From an optimization exercise on the open Yosys and OpenROAD flow, aimed at small area; shortcuts taken in it are not production practice.
Where RTL was checked, it was by simulation tests only, not by an equivalence proof against the original.
No functional check of the RTL was part of run 3.
Power is estimated from default activity; no workload was simulated.

## flow/design.v (module list and top-level ports; edited modules follow where they fit)
// module vga: 26 lines
// module bgh: 167 lines
// module bgv: 163 lines
// module Screen: 56 lines
// module nsub11: 14 lines
// module nsub10: 14 lines
// module axb: 66 lines
// module axp: 102 lines
// module ayp: 106 lines
// module ballc: 134 lines
// module padc: 356 lines
module Screen(clk, reset, hsync, vsync, xball, yball, xpat, ypat, colors);
  // ...
==> flow/flow/run.sh <==
#!/bin/bash
# The standard layout (standard.sh), with two changes:
#  - synthesis runs flow/synth.tcl (see there): the standard script with
#    an area-oriented ABC mapping and the ripple adders as full-adder cells;
#  - port buffers are buf_1 cells instead of the default delay cells.
# All tool output goes to the ORFS logs and to standard.log here.
set -euo pipefail
F=$(cd "$(dirname "${BASH_SOURCE[0]}")" && pwd)
bash standard.sh SYNTH_SCRIPT=$F/synth.tcl \
  "BUFFER_PORTS_ARGS=-buffer_cell sky130_fd_sc_hd__buf_1" finish > standard.log 2>&1
==> flow/flow/adders.v <==
// The ripple adders of Screen.v (nsub11, nsub10) as full-adder cells.
module nsub11(an, b, s);
    input [10:0] an, b;
    output [11:0] s;
    wire [11:0] c;
    sky130_fd_sc_hd__ha_1 B0(.A(an[0]), .B(b[0]), .SUM(s[0]), .COUT(c[1]));
    sky130_fd_sc_hd__fa_1 B1(.A(an[1]), .B(b[1]), .CIN(c[1]), .SUM(s[1]), .COUT(c[2]));
    sky130_fd_sc_hd__fa_1 B2(.A(an[2]), .B(b[2]), .CIN(c[2]), .SUM(s[2]), .COUT(c[3]));
    sky130_fd_sc_hd__fa_1 B3(.A(an[3]), .B(b[3]), .CIN(c[3]), .SUM(s[3]), .COUT(c[4]));
    sky130_fd_sc_hd__fa_1 B4(.A(an[4]), .B(b[4]), .CIN(c[4]), .SUM(s[4]), .COUT(c[5]));
    sky130_fd_sc_hd__fa_1 B5(.A(an[5]), .B(b[5]), .CIN(c[5]), .SUM(s[5]), .COUT(c[6]));
    sky130_fd_sc_hd__fa_1 B6(.A(an[6]), .B(b[6]), .CIN(c[6]), .SUM(s[6]), .COUT(c[7]));
    sky130_fd_sc_hd__fa_1 B7(.A(an[7]), .B(b[7]), .CIN(c[7]), .SUM(s[7]), .COUT(c[8]));
    sky130_fd_sc_hd__fa_1 B8(.A(an[8]), .B(b[8]), .CIN(c[8]), .SUM(s[8]), .COUT(c[9]));
    sky130_fd_sc_hd__fa_1 B9(.A(an[9]), .B(b[9]), .CIN(c[9]), .SUM(s[9]), .COUT(c[10]));
    sky130_fd_sc_hd__fa_1 B10(.A(an[10]), .B(b[10]), .CIN(c[10]), .SUM(s[10]), .COUT(c[11]));
    assign s[11] = c[11];
endmodule
module nsub10(an, b, s);
    input [9:0] an, b;
    output [10:0] s;
    wire [10:0] c;
    sky130_fd_sc_hd__ha_1 B0(.A(an[0]), .B(b[0]), .SUM(s[0]), .COUT(c[1]));
    sky130_fd_sc_hd__fa_1 B1(.A(an[1]), .B(b[1]), .CIN(c[1]), .SUM(s[1]), .COUT(c[2]));
    sky130_fd_sc_hd__fa_1 B2(.A(an[2]), .B(b[2]), .CIN(c[2]), .SUM(s[2]), .COUT(c[3]));
    sky130_fd_sc_hd__fa_1 B3(.A(an[3]), .B(b[3]), .CIN(c[3]), .SUM(s[3]), .COUT(c[4]));
    sky130_fd_sc_hd__fa_1 B4(.A(an[4]), .B(b[4]), .CIN(c[4]), .SUM(s[4]), .COUT(c[5]));
    sky130_fd_sc_hd__fa_1 B5(.A(an[5]), .B(b[5]), .CIN(c[5]), .SUM(s[5]), .COUT(c[6]));
    sky130_fd_sc_hd__fa_1 B6(.A(an[6]), .B(b[6]), .CIN(c[6]), .SUM(s[6]), .COUT(c[7]));
    sky130_fd_sc_hd__fa_1 B7(.A(an[7]), .B(b[7]), .CIN(c[7]), .SUM(s[7]), .COUT(c[8]));
    sky130_fd_sc_hd__fa_1 B8(.A(an[8]), .B(b[8]), .CIN(c[8]), .SUM(s[8]), .COUT(c[9]));
    sky130_fd_sc_hd__fa_1 B9(.A(an[9]), .B(b[9]), .CIN(c[9]), .SUM(s[9]), .COUT(c[10]));
    assign s[10] = c[10];
endmodule
==> flow/flow/area.abc <==
strash
dc2
balance
rewrite
refactor
balance
rewrite
rewrite -z
balance
refactor -z
rewrite -z
balance
&get -n
&deepsyn -T 30
&put
dch
amap
strash
dch
amap
topo
==> flow/flow/synth.tcl <==
# The standard synthesis (synth_recipe.tcl), with these changes:
#  - the combinational mapping runs an area-oriented ABC script (area.abc)
#    instead of ORFS's delay-oriented one, without the Kogge-Stone adder
#    map and without extract_fa;
#  - the ripple adder modules nsub11/nsub10 are mapped to full-adder
#    cells (adders.v).
# Registers are mapped as before.
set ::area_abc [file join [file dirname [file normalize [info script]]] area.abc]
set ::adders [file join [file dirname [file normalize [info script]]] adders.v]
set ::adders_done 0
proc synth {args} {
  # the first call, before flattening: the ripple adders become
  # full-adder cells
  if { !$::adders_done } {
    set ::adders_done 1
    yosys read_verilog -overwrite $::adders
  }
  set i [lsearch -exact $args -extra-map]
  if { $i >= 0 } { set args [lreplace $args $i [expr {$i + 1}]] }
  yosys synth -nofsm -noshare {*}$args
}
# no full/half adder cells: ABC maps the adders' gates with the rest
proc extract_fa {args} {}
proc abc {args} {
  set out {}
  set skip 0
  foreach a $args {
    if { $skip } { set skip 0; continue }
    if { $a eq "-script" || $a eq "-D" || $a eq "-constr" } { set skip 1; continue }
    lappend out $a
  }
  yosys abc -script $::area_abc {*}$out
}
source $::env(SCRIPTS_DIR)/synth.tcl
# left out here: clear keep_hierarchy, flatten, clean up, hide names made inside functions, write 1_2_yosys.v
==> flow/standard.sh <==
#!/bin/bash
# synth_recipe.tcl (not shown) runs the flow's synth.tcl, then flattens the netlist and writes it again
# the make line also repeats each setting of config.mk as NAME=value (left out here)
make -C /OpenROAD-flow-scripts/flow DESIGN_CONFIG=/design/flow/config.mk WORK_HOME=/design/flow/orfs CLKGATE_MAP_FILE= SYNTH_SCRIPT=/design/flow/synth_recipe.tcl "${@:-finish}"
==> flow/config.mk <==
export PLATFORM = sky130hd
export DESIGN_NAME = Screen
export DESIGN_NICKNAME = Screen
export VERILOG_FILES = /design/flow/design.v
export SDC_FILE = /design/flow/constraint.sdc
export NUM_CORES = 4
export LEC_CHECK = 0
export CAP_MARGIN = 20
export CORE_MARGIN = 2
export CORE_UTILIZATION = 40
export CTS_BUF_LIST = sky130_fd_sc_hd__clkbuf_8
export CTS_CLUSTER_DIAMETER = 100
export CTS_CLUSTER_SIZE = 30
export SLEW_MARGIN = 20
==> flow/constraint.sdc <==
create_clock -name core_clock -period 16.0 [get_ports {clk}]
set_input_delay 3.2000 -clock core_clock [delete_from_list [all_inputs] [get_ports {clk}]]
set_output_delay 3.2000 -clock core_clock [all_outputs]
set_load 0.01 [all_outputs]
==> results.txt, run 1 <==
outcome=finished clean; final std cells w/o fill=approximately 700; root buf cell=clkbuf_8; fin util=a little under half; Metal-1 WL=5.02 mm; DRT Pass-1 Iters=5; gr ovfl total=0; PnR worst setup slack=5320 ps; RSZ-0062 raised after global routing=false; DRC=0; non-clock inverter count=75; syn_nets=630; Adder-Cell Fraction of Synth Area=roughly 22%; DIE HEIGHT=99.8 um; Pwr Density=55.3 mW/mm2; post-synth top area share=20.7%; row count=34; XOR/XNOR Fraction of Synth Area=0%; clock sinks=25; yosys warns=2; final instance area=about 0.004 mm2; largest family of logic cells by synthesized area=compound AO/OA/AOI/OAI gates; crit path max fanout=8; clock latency (worst-skew pair)=around 270 ps; dominant synthesized flop cell=dfxtp_1; final hold slack=474 ps; Hold EP=VGA.hn[0]; cell count after synthesis=542; post-synthesis mux area share=0%; Hold Startpoint=VGA.hn[0]; gr usage total=23.9%; first-pass GRT wire length=19.3 mm; CP endpoint=cb; grt met3 use=under 10%; final setup vio count=0; max reg flops=11; synth top area cells=fa_1 21%, dfxtp_1 14%, nor2_1 12%; Fillers=926; Register Area=500 um2; Port Buf Inserts=59; clock buffers=3; Antenna Cells=0; Critical Path RT=about 16000 ps
==> inputs of run 2 (changes only) <==
--- a/flow/config.mk
+++ b/flow/config.mk
@@ -8,7 +8,4 @@
 export CAP_MARGIN = 20
 export CORE_MARGIN = 2
 export CORE_UTILIZATION = 40
-export CTS_BUF_LIST = sky130_fd_sc_hd__clkbuf_8
-export CTS_CLUSTER_DIAMETER = 100
-export CTS_CLUSTER_SIZE = 30
 export SLEW_MARGIN = 20
==> run 2 against run 1 <==
Effect of this change:
- via count stayed put
- sequential cell count did not move
- fmax did not move
- combinational power is essentially flat
- critical path depth is the same
- worst hold slack unchanged
- final cell count stayed put
- count of clock-buffer cells in the layout unchanged
- cell area unchanged
- utilization did not move
- die area is the same
==> results.txt, run 2 <==
outcome=finished clean; dominant synthesized flop cell=dfxtp_1; VDD IR-drop max=29.6 uV; reg-to-reg endpoint=cb; Via Count=4182; DIE HEIGHT=99.8 um (unchanged); Worst-Margin Slew=around 810 ps; Biggest register=VGA.hn; synth top area cells=fa_1 21%, dfxtp_1 14%, nor2_1 12%; first-pass GRT wire length=19.3 mm (unchanged); crit path kind=primary input to register; Sum Neg Setup Slack=0 ps; DRC=0 (unchanged); root buf cell=clkbuf_8; post-synth top area share=20.7% (unchanged); row count=34 (unchanged); drt wl/cell=16.5 um; Seq/Total Area, Yosys=13.6%; # resized after CTS=0; Period minus WS final=10680 ps; syn_nets=630 (unchanged); Antenna Cells=0 (unchanged); Critical Path RT=16180 ps (about the same); final hold violation count=0; clock tree buffer depth=2; critical path arrival=about 11000 ps; Setup Skew=approximately 3.7 ps; Hold EP=VGA.hn[0]; DRT Pass-1 Iters=5 (unchanged); max reg flops=11 (unchanged); Hold Startpoint=VGA.hn[0]; core region area=approximately 0.0088 mm2; gr usage total=23.9% (unchanged); # Post-CTS Setup Buffers=0; Reg2Reg Depth=29; TritonCTS clock tree=yes; routed vias/inst=roughly 6.0; Synth Register Bits=25; cell taking the most area after synthesis=fa_1; Worst path max stage delay=~570 ps; vias in the first global route=3959; clk slew on worst S/H paths=90 ps; Post-DRT Antenna Nets=0; cell count after synthesis=542 (unchanged); R2R setup slack=7930 ps; CP endpoint kind=register; r2r startpoint=VGA.hn[0]; clock sinks=25 (unchanged); CTS buffer count=3; initial DRC count=between 300 and 400; # H-tree levels=1; final RePlAce weighted congestion=just under 1; Post-synth EDFFs=0; ys async rst share=0%; CP most frequent cell=fa_1; f_max=93.6 MHz; commonest non-fill, non-tap cell in the layout=nor2_1; Slowest cell on crit path=a21oi_1; gr ovfl total=0 (unchanged); Cell Area, Synth=0.00367 mm2; Hold Path Cell Cnt=1; total of max-cap violations=0; Port Buf Inserts=59 (unchanged); cts hold-fix bufs=0; area delta synth->final=8.59%; CP startpoint kind=primary input; clock latency (worst-skew pair)=270 ps (about the same); initial antenna violation count=0; Die Wd=99.8 um; I/O Pins=60; Worst slew margin=45.6%; yosys warns=2 (unchanged); Hold WC Path Type=register to register; RSZ-0062 raised after global routing=false; drt total wl=~12 mm; final setup vio count=0 (unchanged); Final period util=66.8%; most frequent cells after synthesis=119 x nor2_1, 75 x clkinv_1, 50 x nand2_1; Avg Inst Size Synth=6.77 um2; Layout Nets=682; leakage=0.00121 uW; top-count cell post-synth=nor2_1; DP HPWL=9.51 mm; largest net degree at the start of global routing=16; fin util=45.2% (unchanged); most frequent cells in the layout=119 x nor2_1, 75 x clkinv_1, 59 x buf_1; Slew Viols, Final=0; ratio of cells with drive above 1 in the final layout=0.675%; biggest regs=VGA.hn x11, VGA.vn x10; crit path max fanout=8 (unchanged); count of unique library cells instantiated by Yosys=44; Starting Density=41.7%; Die ar.=0.00995 mm2; Pwr Density=55.3 mW/mm2 (unchanged)
[run 2: cells by family (layout without fill, tap and decap cells)]
kind of cell / count (synthesis) / after routing / share of synthesized area (%)
simple gates: 228 / 228 / 26.2
compound gates: 160 / 160 / 27.9
buf+inv: 87 / 138 / 10.1
fa+ha+maj: 42 / 42 / 22.1
flops: 25 / 25 / 13.6
[run 2: where the power goes]
group          internal [uW]  switching (uW)
Combinational           38.2            79.6
Clock                   17.6            21.0
Sequential              62.7            1.13
[run 2: stage by stage]
step	hold slack, ps	instances	area, um2	setup WS, ps	power, uW
2_1_floorplan	400	542	3670	6330	147
5_1_grt	512	701	3980	4910	239
4_1_cts	481	701	3980	5540	218
3_3_place_gp	451	697	3940	5190	182
6_report	474	701	3980	5320	220
3_5_place_dp	459	697	3940	5270	179
[run 2: how the worst max path moves through the flow]
stage	from	endpoint	slack, ps	cells after the start
after floorplan	xpat[0]	cb	6330	27
after global placement	xpat[0]	cb	5190	30
after detailed placement	xpat[0]	cb	5270	30
after CTS	xpat[0]	cb	5540	30
after global routing	xpat[0]	cgl	4910	30
final	xpat[0]	cb	5320	30
[run 2: final cells by class]
type | count | area [um2]
Inverter | 75 | 282
Sequential cell | 25 | 500
Multi-Input combinational cell | 430 | 2800
Timing Repair Buffer | 59 | 221
Fill cell | 926 | 4820
Clock inverter | 1 | 7.51
Clock buffer | 3 | 41.3
Tap cell | 108 | 135
[run 2: critical path, delay by kind of cell]
family	cells	cell delay [ps]
buf+inv	4	700
fa+ha+maj	11	4250
compound gates	10	2010
simple gates	5	700
[run 2: routing by layer]
layer	track usage (%)	vias up	part of all wire (%)
met5	0	-	0
met1	33.2	1897	44
met3	3.37	30	8.9
li1	-	2016	-
met4	7.69	0	2.7
met2	38.3	239	45
==> module Screen, before the edit <==
module Screen(clk, reset, hsync, vsync, xball, yball, xpat, ypat, colors);
    input clk, reset;
    input [10:0] xball, yball, xpat, ypat;
    output hsync, vsync;
    output [11:0] colors;
    wire [10:0] hn;
    wire [9:0] vn;
    wire [10:0] hcnt = ~hn;
    wire [9:0] vcnt = ~vn;
    vga VGA(clk, reset, hn, vn);
    wire [11:0] exb, exp_;
    wire [10:0] eybl, eypl;
    nsub11 SXB(hn, xball, exb);
    nsub11 SXP(hn, xpat, exp_);
    nsub10 SYB(vn, yball[9:0], eybl);
    nsub10 SYP(vn, ypat[9:0], eypl);
    wire [11:0] eyb = {yball[10] | eybl[10], ~(yball[10] ^ eybl[10]), eybl[9:0]};
    wire [11:0] eyp = {ypat[10] | eypl[10], ~(ypat[10] ^ eypl[10]), eypl[9:0]};
    wire bx, by, px, py, hx1, hx2, hy1, hy2;
    wire [4:0] axb, ayb;
    wire [6:0] axp, ayp;
    axb WXB(exb[10:0], exb[11], bx, axb);
    axb WYB(eyb[10:0], eyb[11], by, ayb);
    axp WXP(exp_[10:0], exp_[11], px, axp, hx1, hx2);
    ayp WYP(eyp[10:0], eyp[11], py, ayp, hy1, hy2);
    wire [1:0] bc, pc;
    ballc CB(axb, ayb, bc[0], bc[1]);    
    padc CP(axp, ayp, pc[0], pc[1]);     
    wire b20 = bx & by & bc[0];
    wire b22 = bx & by & bc[1];
    wire p60 = px & py & pc[0];
    wire p65 = px & py & pc[1];
    wire h1 = hx1 & hy1;
    wire h2 = hx2 & hy2;
    wire bh, sh, th, hl, bv, sv, tv, vl;
    bgh BH(hcnt, bh, sh, th, hl, hsync);
    bgv BV(vcnt, bv, sv, tv, vl, vsync);
    wire border = bh | bv;
    wire serve = sh & sv;
    wire table_ = th & tv;
    wire hline = hl;
    wire vline = vl;
    wire yellow = serve | (~table_ & (hline | vline));
    reg cr, cg3, cgl, cb;
    always @(posedge clk) begin
        if (b20)           {cr, cg3, cgl, cb} <= 4'b1100;
        else if (b22)      {cr, cg3, cgl, cb} <= 4'b1111;
        else if (p60)      {cr, cg3, cgl, cb} <= 4'b1000;
        else if (h1)       {cr, cg3, cgl, cb} <= 4'b0110;
        else if (p65 | h2) {cr, cg3, cgl, cb} <= 4'b1111;
        else if (border)   {cr, cg3, cgl, cb} <= 4'b0000;
        else if (yellow)   {cr, cg3, cgl, cb} <= 4'b1110;
        else               {cr, cg3, cgl, cb} <= 4'b0001;
    end
    assign colors = {{4{cr}}, cg3, {3{cgl}}, {4{cb}}};
endmodule
==> inputs of run 3 (changes only) <==
--- a/flow/design.v
+++ b/flow/design.v
@@ -361,53 +361,33 @@
     output [11:0] colors;
     wire [10:0] hn;
     wire [9:0] vn;
+    vga VGA(clk, reset, hn, vn);
     wire [10:0] hcnt = ~hn;
     wire [9:0] vcnt = ~vn;
-    vga VGA(clk, reset, hn, vn);
     wire [11:0] exb, exp_;
-    wire [10:0] eybl, eypl;
     nsub11 SXB(hn, xball, exb);
     nsub11 SXP(hn, xpat, exp_);
-    nsub10 SYB(vn, yball[9:0], eybl);
-    nsub10 SYP(vn, ypat[9:0], eypl);
-    wire [11:0] eyb = {yball[10] | eybl[10], ~(yball[10] ^ eybl[10]), eybl[9:0]};
-    wire [11:0] eyp = {ypat[10] | eypl[10], ~(ypat[10] ^ eypl[10]), eypl[9:0]};
+    wire [10:0] eyb, eyp;
+    nsub10 SYB(vn, yball[9:0], eyb);
+    nsub10 SYP(vn, ypat[9:0], eyp);
     wire bx, by, px, py, hx1, hx2, hy1, hy2;
-    wire [4:0] axb, ayb;
-    wire [6:0] axp, ayp;
-    axb WXB(exb[10:0], exb[11], bx, axb);
-    axb WYB(eyb[10:0], eyb[11], by, ayb);
-    axp WXP(exp_[10:0], exp_[11], px, axp, hx1, hx2);
-    ayp WYP(eyp[10:0], eyp[11], py, ayp, hy1, hy2);
-    wire [1:0] bc, pc;
-    ballc CB(axb, ayb, bc[0], bc[1]);    
-    padc CP(axp, ayp, pc[0], pc[1]);     
-    wire b20 = bx & by & bc[0];
-    wire b22 = bx & by & bc[1];
-    wire p60 = px & py & pc[0];
-    wire p65 = px & py & pc[1];
-    wire h1 = hx1 & hy1;
-    wire h2 = hx2 & hy2;
+    wire [4:0] axb_, ayb_;
+    wire [6:0] axp_, ayp_;
+    axb WXB(exb[10:0], exb[11], bx, axb_);
+    ayb WYB(eyb[9:0], eyb[10], yball[10], by, ayb_);
+    axp WXP(exp_[10:0], exp_[11], px, axp_, hx1, hx2);
+    aypp WYP(eyp[9:0], eyp[10], ypat[10], py, ayp_, hy1, hy2);
+    wire b20, b22, p60, p65;
+    ballc CB(axb_, ayb_, b20, b22);    
+    padc CP(axp_, ayp_, p60, p65);     
     wire bh, sh, th, hl, bv, sv, tv, vl;
     bgh BH(hcnt, bh, sh, th, hl, hsync);
     bgv BV(vcnt, bv, sv, tv, vl, vsync);
-    wire border = bh | bv;
-    wire serve = sh & sv;
-    wire table_ = th & tv;
-    wire hline = hl;
-    wire vline = vl;
-    wire yellow = serve | (~table_ & (hline | vline));
+    wire nr, ng3, ngl, nb;
+    col C(bx, by, px, py, b20, b22, p60, p65, hx1, hx2, hy1, hy2,
+          bh, bv, sh, sv, th, tv, hl, vl, nr, ng3, ngl, nb);
     reg cr, cg3, cgl, cb;
-    always @(posedge clk) begin
-        if (b20)           {cr, cg3, cgl, cb} <= 4'b1100;
-        else if (b22)      {cr, cg3, cgl, cb} <= 4'b1111;
-        else if (p60)      {cr, cg3, cgl, cb} <= 4'b1000;
-        else if (h1)       {cr, cg3, cgl, cb} <= 4'b0110;
-        else if (p65 | h2) {cr, cg3, cgl, cb} <= 4'b1111;
-        else if (border)   {cr, cg3, cgl, cb} <= 4'b0000;
-        else if (yellow)   {cr, cg3, cgl, cb} <= 4'b1110;
-        else               {cr, cg3, cgl, cb} <= 4'b0001;
-    end
+    always @(posedge clk) {cr, cg3, cgl, cb} <= {nr, ng3, ngl, nb};
     assign colors = {{4{cr}}, cg3, {3{cgl}}, {4{cb}}};
 endmodule
 module nsub11(an, b, s);
@@ -504,6 +484,74 @@
     assign m[4] = ~((~n_new_n50 & ~n_new_n51));
     assign m[0] = (~e[0]);
 endmodule
+module ayb(input [9:0] el, input c, input y10, output w, output [4:0] m);
+    wire n_new_n19;
+    wire n_new_n20;
+    wire n_new_n21;
+    wire n_new_n22;
+    wire n_new_n23;
+    wire n_new_n24;
+    wire n_new_n25;
+    wire n_new_n26;
+    wire n_new_n27;
+    wire n_new_n28;
+    wire n_new_n29;
+    wire n_new_n30;
+    wire n_new_n31;
+    wire n_new_n32;
+    wire n_new_n33;
+    wire n_new_n34;
+    wire n_new_n35;
+    wire n_new_n36;
+    wire n_new_n38;
+    wire n_new_n39;
+    wire n_new_n40;
+    wire n_new_n42;
+    wire n_new_n43;
+    wire n_new_n44;
+    wire n_new_n46;
+    wire n_new_n47;
+    wire n_new_n48;
+    wire n_new_n50;
+    wire n_new_n51;
+    wire n_new_n52;
+    assign n_new_n19 = (el[0] & el[1]);
+    assign n_new_n20 = (el[2] & n_new_n19);
+    assign n_new_n21 = (el[3] & n_new_n20);
+    assign n_new_n22 = (el[4] & n_new_n21);
+    assign n_new_n23 = (~el[7] & ~el[8]);
+    assign n_new_n24 = (~el[9] & n_new_n23);
+    assign n_new_n25 = (c & y10);
+    assign n_new_n26 = (~c & ~y10);
+    assign n_new_n27 = (~el[5] & ~el[6]);
+    assign n_new_n28 = (~n_new_n26 & n_new_n27);
+    assign n_new_n29 = (~n_new_n25 & n_new_n28);
+    assign n_new_n30 = (n_new_n24 & n_new_n29);
+    assign n_new_n31 = (~n_new_n22 & n_new_n30);
+    assign n_new_n32 = (el[7] & el[8]);
+    assign n_new_n33 = (el[9] & n_new_n32);
+    assign n_new_n34 = (el[5] & el[6]);
+    assign n_new_n35 = (n_new_n26 & n_new_n34);
+    assign n_new_n36 = (n_new_n33 & n_new_n35);
+    assign w = ~((~n_new_n31 & ~n_new_n36));
+    assign n_new_n38 = (~el[0] & ~n_new_n26);
+    assign n_new_n39 = (el[1] & n_new_n38);
+    assign n_new_n40 = (~el[1] & ~n_new_n38);
+    assign m[1] = ~((~n_new_n39 & ~n_new_n40));
+    assign n_new_n42 = (~n_new_n19 & ~n_new_n26);
+    assign n_new_n43 = (el[2] & n_new_n42);
+    assign n_new_n44 = (~el[2] & ~n_new_n42);
+    assign m[2] = ~((~n_new_n43 & ~n_new_n44));
+    assign n_new_n46 = (~n_new_n20 & ~n_new_n26);
+    assign n_new_n47 = (el[3] & n_new_n46);
+    assign n_new_n48 = (~el[3] & ~n_new_n46);
+    assign m[3] = ~((~n_new_n47 & ~n_new_n48));
+    assign n_new_n50 = (~n_new_n21 & ~n_new_n26);
+    assign n_new_n51 = (el[4] & n_new_n50);
+    assign n_new_n52 = (~el[4] & ~n_new_n50);
+    assign m[4] = ~((~n_new_n51 & ~n_new_n52));
+    assign m[0] = (~el[0]);
+endmodule
 module axp(input [10:0] e, input s, output w, output [6:0] m, output hx1, output hx2);
     wire n_new_n23;
     wire n_new_n24;
@@ -606,7 +654,7 @@
     assign hx1 = (hx2 & ~n_new_n75);
     assign m[0] = (~e[0]);
 endmodule
-module ayp(input [10:0] e, input s, output w, output [6:0] m, output hy1, output hy2);
+module aypp(input [9:0] el, input c, input y10, output w, output [6:0] m, output hy1, output hy2);
     wire n_new_n23;
     wire n_new_n24;
     wire n_new_n25;
@@ -627,15 +675,15 @@
     wire n_new_n40;
     wire n_new_n41;
     wire n_new_n42;
-    wire n_new_n44;
+    wire n_new_n43;
     wire n_new_n45;
     wire n_new_n46;
-    wire n_new_n48;
-    wire n_new_n50;
-    wire n_new_n52;
-    wire n_new_n54;
-    wire n_new_n56;
-    wire n_new_n58;
+    wire n_new_n47;
+    wire n_new_n49;
+    wire n_new_n51;
+    wire n_new_n53;
+    wire n_new_n55;
+    wire n_new_n57;
     wire n_new_n59;
     wire n_new_n60;
     wire n_new_n61;
@@ -654,63 +702,65 @@
     wire n_new_n75;
     wire n_new_n76;
     wire n_new_n77;
-    assign n_new_n23 = (e[7] & e[8]);
-    assign n_new_n24 = (e[9] & e[10]);
-    assign n_new_n25 = (~s & n_new_n24);
-    assign n_new_n26 = (n_new_n23 & n_new_n25);
-    assign n_new_n27 = (~e[7] & ~e[8]);
-    assign n_new_n28 = (~e[9] & ~e[10]);
-    assign n_new_n29 = (s & n_new_n28);
-    assign n_new_n30 = (n_new_n27 & n_new_n29);
-    assign n_new_n31 = (e[0] & e[1]);
-    assign n_new_n32 = (s & ~n_new_n31);
-    assign n_new_n33 = (e[2] & ~n_new_n32);
-    assign n_new_n34 = (s & ~n_new_n33);
-    assign n_new_n35 = (e[3] & ~n_new_n34);
-    assign n_new_n36 = (s & ~n_new_n35);
-    assign n_new_n37 = (e[4] & ~n_new_n36);
-    assign n_new_n38 = (s & ~n_new_n37);
-    assign n_new_n39 = (e[5] & ~n_new_n38);
-    assign n_new_n40 = (s & ~n_new_n39);
-    assign n_new_n41 = (e[6] & ~n_new_n40);
-    assign n_new_n42 = (n_new_n30 & ~n_new_n41);
-    assign w = ~((~n_new_n26 & ~n_new_n42));
-    assign n_new_n44 = (~e[0] & ~e[1]);
-    assign n_new_n45 = (n_new_n32 & ~n_new_n44);
-    assign n_new_n46 = (~e[1] & ~s);
-    assign m[1] = ~((~n_new_n45 & ~n_new_n46));
-    assign n_new_n48 = (~e[2] & n_new_n32);
-    assign m[2] = (~n_new_n33 & ~n_new_n48);
-    assign n_new_n50 = (~e[3] & n_new_n34);
-    assign m[3] = (~n_new_n35 & ~n_new_n50);
-    assign n_new_n52 = (~e[4] & n_new_n36);
-    assign m[4] = (~n_new_n37 & ~n_new_n52);
-    assign n_new_n54 = (~e[5] & n_new_n38);
-    assign m[5] = (~n_new_n39 & ~n_new_n54);
-    assign n_new_n56 = (~e[6] & n_new_n40);
-    assign m[6] = (~n_new_n41 & ~n_new_n56);
-    assign n_new_n58 = (~e[5] & ~e[6]);
-    assign n_new_n59 = (n_new_n30 & n_new_n58);
-    assign n_new_n60 = (~e[2] & ~e[3]);
-    assign n_new_n61 = (e[4] & ~n_new_n60);
-    assign n_new_n62 = (n_new_n59 & ~n_new_n61);
-    assign n_new_n63 = (e[5] & e[6]);
-    assign n_new_n64 = (n_new_n26 & n_new_n63);
-    assign n_new_n65 = (~e[3] & ~e[4]);
-    assign n_new_n66 = (~e[2] & ~e[4]);
-    assign n_new_n67 = (~n_new_n31 & n_new_n66);
-    assign n_new_n68 = (~n_new_n65 & ~n_new_n67);
-    assign n_new_n69 = (n_new_n64 & n_new_n68);
-    assign hy1 = ~((~n_new_n62 & ~n_new_n69));
-    assign n_new_n71 = (e[1] & e[2]);
-    assign n_new_n72 = (n_new_n65 & ~n_new_n71);
-    assign n_new_n73 = (n_new_n64 & ~n_new_n72);
-    assign n_new_n74 = (~e[2] & n_new_n44);
-    assign n_new_n75 = (e[3] & e[4]);
-    assign n_new_n76 = (~n_new_n74 & n_new_n75);
-    assign n_new_n77 = (n_new_n59 & ~n_new_n76);
-    assign hy2 = ~((~n_new_n73 & ~n_new_n77));
-    assign m[0] = (~e[0]);
+    wire n_new_n78;
+    assign n_new_n23 = (~c & ~y10);
+    assign n_new_n24 = (el[0] & el[1]);
+    assign n_new_n25 = (~n_new_n23 & ~n_new_n24);
+    assign n_new_n26 = (el[2] & ~n_new_n25);
+    assign n_new_n27 = (~n_new_n23 & ~n_new_n26);
+    assign n_new_n28 = (el[3] & ~n_new_n27);
+    assign n_new_n29 = (~n_new_n23 & ~n_new_n28);
+    assign n_new_n30 = (el[4] & ~n_new_n29);
+    assign n_new_n31 = (~n_new_n23 & ~n_new_n30);
+    assign n_new_n32 = (el[5] & ~n_new_n31);
+    assign n_new_n33 = (~n_new_n23 & ~n_new_n32);
+    assign n_new_n34 = (el[6] & ~n_new_n33);
+    assign n_new_n35 = (~el[7] & ~el[8]);
+    assign n_new_n36 = (~el[9] & n_new_n35);
+    assign n_new_n37 = (c & y10);
+    assign n_new_n38 = (~n_new_n23 & ~n_new_n37);
+    assign n_new_n39 = (n_new_n36 & n_new_n38);
+    assign n_new_n40 = (~n_new_n34 & n_new_n39);
+    assign n_new_n41 = (el[7] & el[8]);
+    assign n_new_n42 = (el[9] & n_new_n41);
+    assign n_new_n43 = (n_new_n23 & n_new_n42);
+    assign w = ~((~n_new_n40 & ~n_new_n43));
+    assign n_new_n45 = (~el[0] & ~el[1]);
+    assign n_new_n46 = (~n_new_n23 & n_new_n45);
+    assign n_new_n47 = (el[1] & ~n_new_n25);
+    assign m[1] = (~n_new_n46 & ~n_new_n47);
+    assign n_new_n49 = (~el[2] & n_new_n25);
+    assign m[2] = (~n_new_n26 & ~n_new_n49);
+    assign n_new_n51 = (~el[3] & n_new_n27);
+    assign m[3] = (~n_new_n28 & ~n_new_n51);
+    assign n_new_n53 = (~el[4] & n_new_n29);
+    assign m[4] = (~n_new_n30 & ~n_new_n53);
+    assign n_new_n55 = (~el[5] & n_new_n31);
+    assign m[5] = (~n_new_n32 & ~n_new_n55);
+    assign n_new_n57 = (~el[6] & n_new_n33);
+    assign m[6] = (~n_new_n34 & ~n_new_n57);
+    assign n_new_n59 = (~el[2] & ~n_new_n24);
+    assign n_new_n60 = (el[3] & ~n_new_n59);
+    assign n_new_n61 = (~el[4] & ~n_new_n60);
+    assign n_new_n62 = (el[5] & el[6]);
+    assign n_new_n63 = (n_new_n43 & n_new_n62);
+    assign n_new_n64 = (~n_new_n61 & n_new_n63);
+    assign n_new_n65 = (~el[2] & ~el[3]);
+    assign n_new_n66 = (el[4] & ~n_new_n65);
+    assign n_new_n67 = (~el[5] & ~el[6]);
+    assign n_new_n68 = (n_new_n39 & n_new_n67);
+    assign n_new_n69 = (~n_new_n66 & n_new_n68);
+    assign hy1 = ~((~n_new_n64 & ~n_new_n69));
+    assign n_new_n71 = (el[1] & el[2]);
+    assign n_new_n72 = (~el[3] & ~el[4]);
+    assign n_new_n73 = (~n_new_n71 & n_new_n72);
+    assign n_new_n74 = (n_new_n63 & ~n_new_n73);
+    assign n_new_n75 = (~el[2] & n_new_n45);
+    assign n_new_n76 = (el[3] & el[4]);
+    assign n_new_n77 = (~n_new_n75 & n_new_n76);
+    assign n_new_n78 = (n_new_n68 & ~n_new_n77);
+    assign hy2 = ~((~n_new_n74 & ~n_new_n78));
+    assign m[0] = (~el[0]);
 endmodule
 module ballc(input [4:0] a, input [4:0] b, output z0, output z1);
     wire n_new_n13;
@@ -1202,3 +1252,65 @@
     assign n_new_n193 = (n_new_n182 & n_new_n192);
     assign z1 = ~((~n_new_n188 & ~n_new_n193));
 endmodule
+module col(input bx, by, px, py, b20, b22, p60, p65, hx1, hx2, hy1, hy2, bh, bv, sh, sv, th, tv, hl, vl, output cr, cg3, cgl, cb);
+    wire n_new_n25;
+    wire n_new_n26;
+    wire n_new_n27;
+    wire n_new_n28;
+    wire n_new_n29;
+    wire n_new_n30;
+    wire n_new_n31;
+    wire n_new_n32;
+    wire n_new_n33;
+    wire n_new_n34;
+    wire n_new_n35;
+    wire n_new_n36;
+    wire n_new_n37;
+    wire n_new_n38;
+    wire n_new_n39;
+    wire n_new_n40;
+    wire n_new_n41;
+    wire n_new_n42;
+    wire n_new_n43;
+    wire n_new_n44;
+    wire n_new_n46;
+    wire n_new_n47;
+    wire n_new_n48;
+    wire n_new_n51;
+    wire n_new_n52;
+    wire n_new_n53;
+    wire n_new_n54;
+    wire n_new_n55;
+    assign n_new_n25 = (hx1 & hy1);
+    assign n_new_n26 = (~hl & ~vl);
+    assign n_new_n27 = (th & tv);
+    assign n_new_n28 = (~n_new_n26 & ~n_new_n27);
+    assign n_new_n29 = (sh & sv);
+    assign n_new_n30 = (~n_new_n28 & ~n_new_n29);
+    assign n_new_n31 = (~bh & ~bv);
+    assign n_new_n32 = (~n_new_n30 & n_new_n31);
+    assign n_new_n33 = (px & py);
+    assign n_new_n34 = (p65 & n_new_n33);
+    assign n_new_n35 = (hx2 & hy2);
+    assign n_new_n36 = (~n_new_n34 & ~n_new_n35);
+    assign n_new_n37 = (~n_new_n32 & n_new_n36);
+    assign n_new_n38 = (~n_new_n25 & ~n_new_n37);
+    assign n_new_n39 = (p60 & n_new_n33);
+    assign n_new_n40 = (bx & by);
+    assign n_new_n41 = (b20 & n_new_n40);
+    assign n_new_n42 = (~n_new_n39 & ~n_new_n41);
+    assign n_new_n43 = (b22 & n_new_n40);
+    assign n_new_n44 = (n_new_n42 & ~n_new_n43);
+    assign cr = ~((~n_new_n38 & n_new_n44));
+    assign n_new_n46 = (~n_new_n25 & n_new_n37);
+    assign n_new_n47 = (~n_new_n39 & ~n_new_n46);
+    assign n_new_n48 = (~n_new_n43 & ~n_new_n47);
+    assign cg3 = ~((~n_new_n41 & n_new_n48));
+    assign cgl = (~n_new_n41 & ~n_new_n48);
+    assign n_new_n51 = (~b20 & n_new_n43);
+    assign n_new_n52 = (n_new_n30 & n_new_n31);
+    assign n_new_n53 = (n_new_n36 & ~n_new_n52);
+    assign n_new_n54 = (~n_new_n25 & n_new_n42);
+    assign n_new_n55 = (~n_new_n53 & n_new_n54);
+    assign cb = ~((~n_new_n51 & ~n_new_n55));
+endmodule
==> run 3 against run 2 <==
Effect of this change:
- critical path depth is the same
- worst hold slack improved by 75 ps
- critical path type unchanged
- sequential power hardly changed
- setup slack got worse by 430 ps
- total power increased by 3.2%
- register-to-register slack got worse by 450 ps
==> results.txt, run 3 <==
DIE HEIGHT=100 um (+0.46%); Setup Skew=12.1 ps (+8.41 ps); # H-tree levels=1 (unchanged); critical path arrival=11290 ps (+430 ps); DP HPWL=9.68 mm (+1.8%); clock latency (worst-skew pair)=280 ps (about the same); drt total wl=11.7 mm (+1.5%); final std cells w/o fill=694 (-1.0%); DRC=0 (unchanged); Hold WC Path Type=register to register; vias in the first global route=4069 (+2.8%); core region area=0.00911 mm2 (+3.4%); Biggest register=VGA.hn; Net Sw Power=105 uW (+3.2%); DRT Pass-1 Iters=5 (unchanged); drt wl/cell=16.9 um (+2.5%); Final period util=69.5% (+2.7 points); CP most frequent cell=fa_1; clk slew on worst S/H paths=110 ps (+20 ps); cts hold-fix bufs=0 (unchanged); internal power=122 uW (+3.3%); gr ovfl total=0 (unchanged); largest net degree at the start of global routing=15 (-1); crit path max fanout=9 (+1); # Post-CTS Setup Buffers=0 (unchanged); root buf cell=clkbuf_8; Antenna Cells=0 (unchanged); Avg Inst Size Synth=6.96 um2 (+2.9%); final setup vio count=0 (unchanged); Starting Density=40.7% (-1.0 points); outcome=finished clean; Worst path max stage delay=610 ps (+40 ps); VDD IR-drop max=29.2 uV (-1.5%); register share of total power=28.0% (-1.0 points); routed vias/inst=6.14 (+2.9%); combinational share of power=54.2% (+0.7 points); RSZ-0062 raised after global routing=false; switch share=46.2% (about the same); R2R setup slack=7480 ps (-450 ps); count of unique library cells instantiated by Yosys=47 (+6.8%); f_max=90.0 MHz (-3.9%); gr usage total=23.3% (-0.60 points); # placed instances=690 (-1.0%); Seq/Total Area, Yosys=13.5% (-0.13 points); Worst slew margin=41.5% (-4.1 points); biggest regs=VGA.hn x11, VGA.vn x10; dominant synthesized flop cell=dfxtp_1; cell count after synthesis=532 (-1.8%); leakage=0.00122 uW (+0.32%); row count=35 (+2.9%); PnR worst setup slack=4890 ps (-430 ps); CP endpoint kind=register; pre-CTS WS=4820 ps (-451 ps); # resized after CTS=0 (unchanged); Sum Neg Setup Slack=0 ps (unchanged); max reg flops=11 (unchanged); Synth Register Bits=25 (unchanged); I/O Pins=60 (unchanged); yosys warns=2 (unchanged); crit path kind=primary input to register; Slew Viols, Final=0 (unchanged); Critical Path RT=16170 ps (about the same); initial antenna violation count=0 (unchanged); syn_nets=620 (-1.6%); Slowest cell on crit path=o22ai_1; Fillers=938 (+1.3%); Cell Area, Synth=0.00370 mm2 (+0.95%); Die Wd=100 um (+0.46%); commonest non-fill, non-tap cell in the layout=nor2_1; cell taking the most area after synthesis=fa_1; Die ar.=0.0100 mm2 (+0.92%); area delta synth->final=8.55% (about the same); TritonCTS clock tree=yes; clock power share=17.7% (about the same); final RePlAce weighted congestion=0.980 (+0.28%); Worst-Margin Slew=868 ps (+54.3 ps); Period minus WS final=11110 ps (+430 ps); ratio of cells with drive above 1 in the final layout=0.686% (+0.012 points); Final Power=228 uW (+3.2%); initial DRC count=381 (+26%); Post-synth EDFFs=0 (unchanged); total of max-cap violations=0 (unchanged); final hold violation count=0 (unchanged); Layout Nets=672 (-1.5%); Post-DRT Antenna Nets=0 (unchanged); most frequent cells after synthesis=106 x nor2_1, 78 x clkinv_1, 39 x o21ai_0; Register Area=500 um2 (unchanged); clock tree buffer depth=2 (unchanged); most frequent cells in the layout=106 x nor2_1, 78 x clkinv_1, 59 x buf_1; Pwr Density=56.6 mW/mm2 (+2.3%); CTS buffer count=3 (unchanged); synth top area cells=fa_1 21%, dfxtp_1 14%, nor2_1 11%; ys async rst share=0% (unchanged); first-pass GRT wire length=18.9 mm (-2.4%); post-synth top area share=20.5% (-0.20 points); multi-input combinational cell area=0.00282 mm2 (+0.85%); clock sinks=25 (unchanged); top-count cell post-synth=nor2_1; Port Buf Inserts=59 (unchanged); CP startpoint kind=primary input; Via Count=4262 (+1.9%)
-- run 3: cell count changes in the layout (fill, tap and decap cells not counted), sizes merged, moves of 5 or more --
cell / change
nor2: -13
nand2: -22
nor3: +6
o211ai: -5
-- run 3: cells by family (layout without fill, tap and decap cells) --
| logic type | count (synthesis) | count (layout) | synth area share [%] |
|---|---|---|---|
| and+or+nand+nor | 212 | 212 | 25.5 |
| adders and majority gates | 42 | 42 | 21.9 |
| DFF | 25 | 25 | 13.5 |
| AOI/OAI and AO/OA | 163 | 163 | 28.7 |
| buffers and inverters | 90 | 141 | 10.3 |
-- run 3: per-layer routing --
layer  up-vias  global-route usage, %  share of wire, %
met4         0                   8.22               2.5
met5         -                      0                 0
met3        45                   1.81               5.5
li1       2006                      -                 -
met2       218                   40.9                49
met1      1993                   30.0                43
-- run 3: through the flow --
| stage | util [%] | hold slack [ps] | cell area, um2 |
|---|---|---|---|
| final | 44.1 | 549 | 4020 |
| after detailed placement | 43.6 | 526 | 3970 |
| after global routing | 44.1 | 578 | 4020 |
| after floorplan | - | 482 | 3700 |
| after CTS | 44.1 | 549 | 4020 |
| after global placement | 43.6 | 513 | 3970 |
-- run 3: worst max-delay path: cells and delay by family --
| family | cells | cell delay [ps] |
|---|---|---|
| fa+ha+maj | 11 | 4210 |
| compound gates | 10 | 2550 |
| buf+inv | 4 | 410 |
| simple gates | 5 | 900 |
-- run 3: final timing paths --
check             from         to  depth (start not counted)
max            xpat[0]         cr                         30
min          VGA.hn[0]  VGA.hn[0]                          2
max reg2reg  VGA.hn[0]         cr                         29
min reg2reg  VGA.hn[0]  VGA.hn[0]                          2
-- run 3: power groups by stage --
stage | registers, uW | logic (uW) | clock network [uW]
2_1_floorplan | 65.0 | 87.1 | 0
3_3_place_gp | 65.2 | 121 | 0
3_5_place_dp | 65.3 | 119 | 0
4_1_cts | 63.8 | 119 | 41.4
5_1_grt | 63.9 | 135 | 42.6
6_report | 63.8 | 123 | 40.3
-- run 3: final cells by class --
class	count	area share [%]
Inverter	78	7.28
Multi-Input combinational cell	417	70.2
Clock buffer	3	1.03
Tap cell	111	3.45
Clock inverter	1	0.124
Sequential cell	25	12.4
Timing Repair Buffer	59	5.51

-- re-timing with driven ports --
No port has a modelled driver above. Below, the same layouts with a new extraction and two added sets of constraints.
Step 1: set_driving_cell puts a clkbuf_16 on clk and a buf_2 on each other input, an assumption about the parent block.
Step 2 moves the port delays by t, midway between the first and last clock arrival at a register: inputs arrive t later, outputs are due t later. That takes back most of the time a late clock gives input paths.
a / b / c = ideal / step 1 / step 2; a / b = the first two.
run	t (ns)	setup slack, ns	worst data-port slew with drivers (ns)	pins driven straight from the clock port
run 1	0.296	5.316 / 5.323 / 5.027	0.04	1
run 2	0.296	5.316 / 5.323 / 5.027	0.04	1
run 3	0.305	4.886 / 4.898 / 4.593	0.05	1
After both steps every run listed still meets setup and hold. The setup slack of run 3, which loses most, moves by +0.012 ns with the drivers and by -0.293 ns with both steps.
